From an optimization exercise on the open Yosys and OpenROAD flow, aimed at small area, a short achievable clock period and few clock cycles; shortcuts taken in it are not production practice.

lane 1:
==> flow/design.v <==
module shiftregbit(clk,reset,b,valid,out);
   input logic clk;
   input logic reset;
   input logic b;
   input logic valid;
   parameter W = 32;
   output logic [W-1:0] out;
   always_ff@(posedge clk)
     begin
	if(reset)
	  out <= 'd0;
	else if(valid)
	  out <= {out[W-2:0], b};
     end
endmodule
module divider(clk,
	       reset,
	       srcA,
	       srcB,
	       rob_ptr_in,
	       prf_ptr_in,
	       is_signed_div,
	       is_rem,
	       start_div,
	       y,
	       rob_ptr_out,
	       prf_ptr_out,
	       ready,
	       complete
	       );
   input logic clk;
   input logic reset;
   input logic [31:0] srcA;
   input logic [31:0] srcB;
   input logic [5-1:0] rob_ptr_in;
   input logic [6-1:0] prf_ptr_in;
   input logic 	      is_signed_div;
   input logic 	      is_rem;
   input logic 	      start_div;
   output logic [63:0] y;
   output logic [5-1:0] rob_ptr_out;
   output logic [6-1:0] prf_ptr_out;
   output logic        ready;
   output logic        complete;
   localparam logic [2:0] IDLE = 3'd0,
			  N1   = 3'd1,
			  N2   = 3'd2,
			  ITER = 3'd3,
			  FIX  = 3'd4,
			  DONE = 3'd5;
   logic [2:0] r_state, n_state;
   logic [31:0] r_R, n_R;    
   logic [34:0] r_D, n_D;    
   logic [31:0] r_Q, n_Q;    
   logic [5:0] 	r_cnt, n_cnt;  
   logic 	r_triv, n_triv;  
   logic 	r_bz, n_bz;      
   logic 	r_sa, n_sa, r_sb, n_sb, r_is_rem, n_is_rem;
   logic [5-1:0] r_rob_ptr, n_rob_ptr;
   logic [6-1:0] r_prf_ptr, n_prf_ptr;
   function automatic [5:0] lzc32(input [31:0] x);
      logic [15:0] z1; logic [15:0] c1;
      logic [7:0]  z2; logic [15:0] c2;
      logic [3:0]  z3; logic [11:0] c3;
      logic [1:0]  z4; logic [7:0]  c4;
      logic [4:0]  c5;
      integer i;
      begin
	 for (i = 0; i < 16; i = i + 1)
	   begin
	      z1[i] = !(x[2*i+1] | x[2*i]);
	      c1[i] = !x[2*i+1];
	   end
	 for (i = 0; i < 8; i = i + 1)
	   begin
	      z2[i] = z1[2*i+1] & z1[2*i];
	      c2[2*i +: 2] = z1[2*i+1] ? {1'b1, c1[2*i]} : {1'b0, c1[2*i+1]};
	   end
	 for (i = 0; i < 4; i = i + 1)
	   begin
	      z3[i] = z2[2*i+1] & z2[2*i];
	      c3[3*i +: 3] = z2[2*i+1] ? {1'b1, c2[4*i +: 2]} : {1'b0, c2[4*i+2 +: 2]};
	   end
	 for (i = 0; i < 2; i = i + 1)
	   begin
	      z4[i] = z3[2*i+1] & z3[2*i];
	      c4[4*i +: 4] = z3[2*i+1] ? {1'b1, c3[6*i +: 3]} : {1'b0, c3[6*i+3 +: 3]};
	   end
	 c5 = z4[1] ? {1'b1, c4[3:0]} : {1'b0, c4[7:4]};
	 lzc32 = (z4[1] & z4[0]) ? 6'd32 : {1'b0, c5};
      end
   endfunction
   function automatic [31:0] neg32(input [31:0] x, input c);
      logic [31:0] p;
      integer l, i;
      begin
	 p = x;
	 for (l = 0; l < 5; l = l + 1)
	   for (i = 0; i < 32; i = i + 1)
	     if (i[l])
	       p[i] = p[i] | p[((i >> (l+1)) << (l+1)) + (1 << l) - 1];
	 neg32 = x ^ ({p[30:0], 1'b0} & {32{c}});
      end
   endfunction
   function automatic [34:0] shl35(input [34:0] x, input [5:0] n, input f);
      integer l;
      begin
	 for (l = 0; l < 6; l = l + 1)
	   if (n[l])
	     x = (x << (1 << l)) | ~({35{1'b1}} << (1 << l)) & {35{f}};
	 shl35 = x;
      end
   endfunction
   logic 	idle, accept, negq;
   logic 	t_sa, t_sb;
   logic [6:0] 	t_k;
   logic 	t_n1;
   logic [31:0] t_neg;
   logic [36:0] t_s1, t_s2, t_s3, t_d, t_d1, t_x, t_maj;
   logic [37:0] t_a1, t_a2, t_a3;
   logic 	t_q1, t_q2;
   always_ff@(posedge clk)
     begin
	if(reset)
	  r_state <= IDLE;
	else
	  r_state <= n_state;
	r_R <= n_R;
	r_D <= n_D;
	r_Q <= n_Q;
	r_cnt <= n_cnt;
	r_triv <= n_triv;
	r_bz <= n_bz;
	r_sa <= n_sa;
	r_sb <= n_sb;
	r_is_rem <= n_is_rem;
	r_rob_ptr <= n_rob_ptr;
	r_prf_ptr <= n_prf_ptr;
     end
   assign t_n1 = (r_state == N1) & r_sa;
   assign t_neg = neg32(r_R ^ {32{t_n1}}, t_n1 | (r_state == N2) | (r_state == FIX));
   always_comb
     begin
	negq = r_sa ^ r_sb;
	complete = (r_state == DONE) | ((r_state == N2) & r_triv & !r_sa);
	idle = (r_state == IDLE) | complete;
	ready = idle & !start_div;
	accept = idle & start_div;
	y = {r_R, r_is_rem ? r_R : r_Q};
	rob_ptr_out = r_rob_ptr;
	prf_ptr_out = r_prf_ptr;
	t_sa = is_signed_div & srcA[31];
	t_sb = is_signed_div & srcB[31];
	t_k = {1'b0, lzc32(r_D[31:0])} - {1'b0, lzc32(r_R)} + {6'd0, r_sa};
	t_d = {2'd0, r_D};
	t_d1 = {3'd0, r_D[34:1]};
	t_a1 = {5'd0, r_R, 1'b1} + {~t_d, !r_sb};
	t_a2 = {5'd0, r_R, 1'b1} + {~t_d1, !r_sb};
	t_x = {5'd0, r_R} ^ ~t_d ^ ~t_d1;
	t_maj = ({5'd0, r_R} & ~t_d) | ({5'd0, r_R} & ~t_d1) | (~t_d & ~t_d1);
	t_a3 = {t_x, 1'b1} + {t_maj[35:0], !r_sb, !r_sb};
	t_s1 = t_a1[37:1];
	t_s2 = t_a2[37:1];
	t_s3 = t_a3[37:1];
	t_q1 = !t_s1[36];
	t_q2 = t_q1 ? !t_s3[36] : !t_s2[36];
	n_state = r_state;
	n_R = r_R;
	n_D = r_D;
	n_Q = r_Q;
	n_cnt = r_cnt;
	n_triv = r_triv;
	n_bz = r_bz;
	n_sa = r_sa;
	n_sb = r_sb;
	n_is_rem = r_is_rem;
	n_rob_ptr = r_rob_ptr;
	n_prf_ptr = r_prf_ptr;
	case (r_state)
	  N1:
	    begin
	       n_R = t_neg;
	       n_cnt = t_k[5:0];
	       n_triv = r_bz | t_k[6];
	       n_Q = r_bz ? {{31{!r_sa}}, 1'b1} : 32'd0;
	       n_state = N2;
	    end
	  N2:
	    begin
	       if (r_triv)
		 begin
		    n_R = t_neg;
		    n_state = r_sa ? DONE : IDLE;
		 end
	       else
		 begin
		    n_D = shl35(r_D, r_cnt | 6'd1, r_sb);
		    n_cnt = {1'b0, r_cnt[5:1]};
		    if (!t_q1)
		      n_state = r_sa ? FIX : DONE;
		    else
		      begin
			 n_Q = {32{negq}};
			 if (negq)
			   n_R = t_s1[31:0];
			 n_state = ITER;
		      end
		 end
	    end
	  ITER:
	    begin
	       if (t_q1)
		 n_R = t_q2 ? t_s3[31:0] : t_s1[31:0];
	       else if (t_q2)
		 n_R = t_s2[31:0];
	       n_Q = {r_Q[29:0], t_q1 ^ negq, t_q2 ^ negq};
	       n_D = r_D >> 2;
	       n_cnt = r_cnt - 6'd1;
	       if (r_cnt == 6'd0)
		 n_state = r_sa ? FIX : DONE;
	    end
	  FIX:
	    begin
	       n_R = t_neg;
	       n_state = DONE;
	    end
	  DONE:
	    n_state = IDLE;
	  default:
	    begin
	    end
	endcase
	if (accept)
	  begin
	     n_state = N1;
	     n_R = srcA ^ {32{t_sa}};
	     n_D = {3'd0, srcB ^ {32{t_sb}}};
	     n_bz = (srcB == 32'd0);
	     n_sa = t_sa;
	     n_sb = t_sb;
	     n_is_rem = is_rem;
	     n_rob_ptr = rob_ptr_in;
	     n_prf_ptr = prf_ptr_in;
	  end
     end
endmodule
Settings: LEC_CHECK=0, CAP_MARGIN=20, CORE_MARGIN=2, CORE_UTILIZATION=40, SLEW_MARGIN=20; clock period 6.0 ns.
run.sh (not shown) runs the stock make flow with config.mk's settings and CLKGATE_MAP_FILE= SYNTH_SCRIPT=/design/flow/synth_recipe.tcl, a recipe that flattens the netlist after the stock synthesis.
Input changes introduced in lane 2 (baseline for comparison: lane 1):
--- a/flow/design.v
+++ b/flow/design.v
@@ -50,7 +50,7 @@
 			  DONE = 3'd5;
    logic [2:0] r_state, n_state;
    logic [31:0] r_R, n_R;    
-   logic [34:0] r_D, n_D;    
+   logic [33:0] r_D, n_D;    
    logic [31:0] r_Q, n_Q;    
    logic [5:0] 	r_cnt, n_cnt;  
    logic 	r_triv, n_triv;  
@@ -102,23 +102,23 @@
 	 neg32 = x ^ ({p[30:0], 1'b0} & {32{c}});
       end
    endfunction
-   function automatic [34:0] shl35(input [34:0] x, input [5:0] n, input f);
+   function automatic [33:0] shl34(input [33:0] x, input [5:0] n, input f);
       integer l;
       begin
 	 for (l = 0; l < 6; l = l + 1)
 	   if (n[l])
-	     x = (x << (1 << l)) | ~({35{1'b1}} << (1 << l)) & {35{f}};
-	 shl35 = x;
+	     x = (x << (1 << l)) | ~({34{1'b1}} << (1 << l)) & {34{f}};
+	 shl34 = x;
       end
    endfunction
    logic 	idle, accept, negq;
    logic 	t_sa, t_sb;
    logic [6:0] 	t_k;
+   logic [35:0] t_sum;
    logic 	t_n1;
    logic [31:0] t_neg;
-   logic [36:0] t_s1, t_s2, t_s3, t_d, t_d1, t_x, t_maj;
-   logic [37:0] t_a1, t_a2, t_a3;
-   logic 	t_q1, t_q2;
+   logic [34:0] t_diff;
+   logic 	t_ge;
    always_ff@(posedge clk)
      begin
 	if(reset)
@@ -152,18 +152,9 @@
 	t_sa = is_signed_div & srcA[31];
 	t_sb = is_signed_div & srcB[31];
 	t_k = {1'b0, lzc32(r_D[31:0])} - {1'b0, lzc32(r_R)} + {6'd0, r_sa};
-	t_d = {2'd0, r_D};
-	t_d1 = {3'd0, r_D[34:1]};
-	t_a1 = {5'd0, r_R, 1'b1} + {~t_d, !r_sb};
-	t_a2 = {5'd0, r_R, 1'b1} + {~t_d1, !r_sb};
-	t_x = {5'd0, r_R} ^ ~t_d ^ ~t_d1;
-	t_maj = ({5'd0, r_R} & ~t_d) | ({5'd0, r_R} & ~t_d1) | (~t_d & ~t_d1);
-	t_a3 = {t_x, 1'b1} + {t_maj[35:0], !r_sb, !r_sb};
-	t_s1 = t_a1[37:1];
-	t_s2 = t_a2[37:1];
-	t_s3 = t_a3[37:1];
-	t_q1 = !t_s1[36];
-	t_q2 = t_q1 ? !t_s3[36] : !t_s2[36];
+	t_sum = {3'd0, r_R, 1'b1} + {1'b1, ~r_D, !r_sb};
+	t_diff = t_sum[35:1];
+	t_ge = !t_diff[34];
 	n_state = r_state;
 	n_R = r_R;
 	n_D = r_D;
@@ -194,27 +185,24 @@
 		 end
 	       else
 		 begin
-		    n_D = shl35(r_D, r_cnt | 6'd1, r_sb);
-		    n_cnt = {1'b0, r_cnt[5:1]};
-		    if (!t_q1)
+		    n_D = shl34(r_D, r_cnt, r_sb);
+		    if (!t_ge)
 		      n_state = r_sa ? FIX : DONE;
 		    else
 		      begin
 			 n_Q = {32{negq}};
 			 if (negq)
-			   n_R = t_s1[31:0];
+			   n_R = t_diff[31:0];
 			 n_state = ITER;
 		      end
 		 end
 	    end
 	  ITER:
 	    begin
-	       if (t_q1)
-		 n_R = t_q2 ? t_s3[31:0] : t_s1[31:0];
-	       else if (t_q2)
-		 n_R = t_s2[31:0];
-	       n_Q = {r_Q[29:0], t_q1 ^ negq, t_q2 ^ negq};
-	       n_D = r_D >> 2;
+	       if (t_ge)
+		 n_R = t_diff[31:0];
+	       n_Q = {r_Q[30:0], t_ge ^ negq};
+	       n_D = r_D >> 1;
 	       n_cnt = r_cnt - 6'd1;
 	       if (r_cnt == 6'd0)
 		 n_state = r_sa ? FIX : DONE;
@@ -234,7 +222,7 @@
 	  begin
 	     n_state = N1;
 	     n_R = srcA ^ {32{t_sa}};
-	     n_D = {3'd0, srcB ^ {32{t_sb}}};
+	     n_D = {2'd0, srcB ^ {32{t_sb}}};
 	     n_bz = (srcB == 32'd0);
 	     n_sa = t_sa;
 	     n_sb = t_sb;
==> comparison <==
Lane 1 → lane 2: post-layout minimum cycle time dropped 1.22 ns, layout overhead on the synthesized area climbed 3.8 points, total placed cells including tap cells dropped 802.
Sink count of the clock tree | lane 2 below lane 1
Lane 2 closes out successfully: all stages finished, all timing, DRC and antenna checks passed.
Against lane 1 as the reference, lane 2 delivers a lower global-route usage over all layers.
When lane 2 is measured against lane 1, its final RePlAce weighted congestion turns out 9.5% lower.
The sequential cell area in lane 2 was lower than what lane 1 gave.
Summary: with lane 1 as the reference, number of vias per cell after detailed routing in lane 2 moved down by a few percent.
Diff lane 1 -> lane 2 | length of routed met3 wiring | down by more than half
The lower fraction of standard cell area that is sequential of lane 2 and lane 1 is in lane 1.
Multi-input logic portion of the cell area is higher on lane 1
Lane 2 vs lane 1: final-layout clock buffer total up
No run of this note included a check of the RTL's function; only the layout flow was run.

what the ideal ports hide:
Ports are ideal in the flow. The routed layouts listed here were re-timed in OpenROAD.
Step 1, drivers: a clkbuf_16 drives clk and a buf_2 each remaining input, both assumed.
Step 2, shift: input delay + t, output delay - t, t = (earliest + latest rising clock arrival at the registers) / 2. This alone moves slack from input paths to output paths.
a / b / c = ideal / step 1 / step 2; a / b = the first two.
run	t, ns	slack for setup (ns)	worst data-port slew with drivers (ns)
lane 1	0.510	0.713 / 0.713 / 0.713	0.06
lane 2	0.471	1.930 / 1.883 / 1.970	0.04
After both steps every run listed still meets setup and hold.
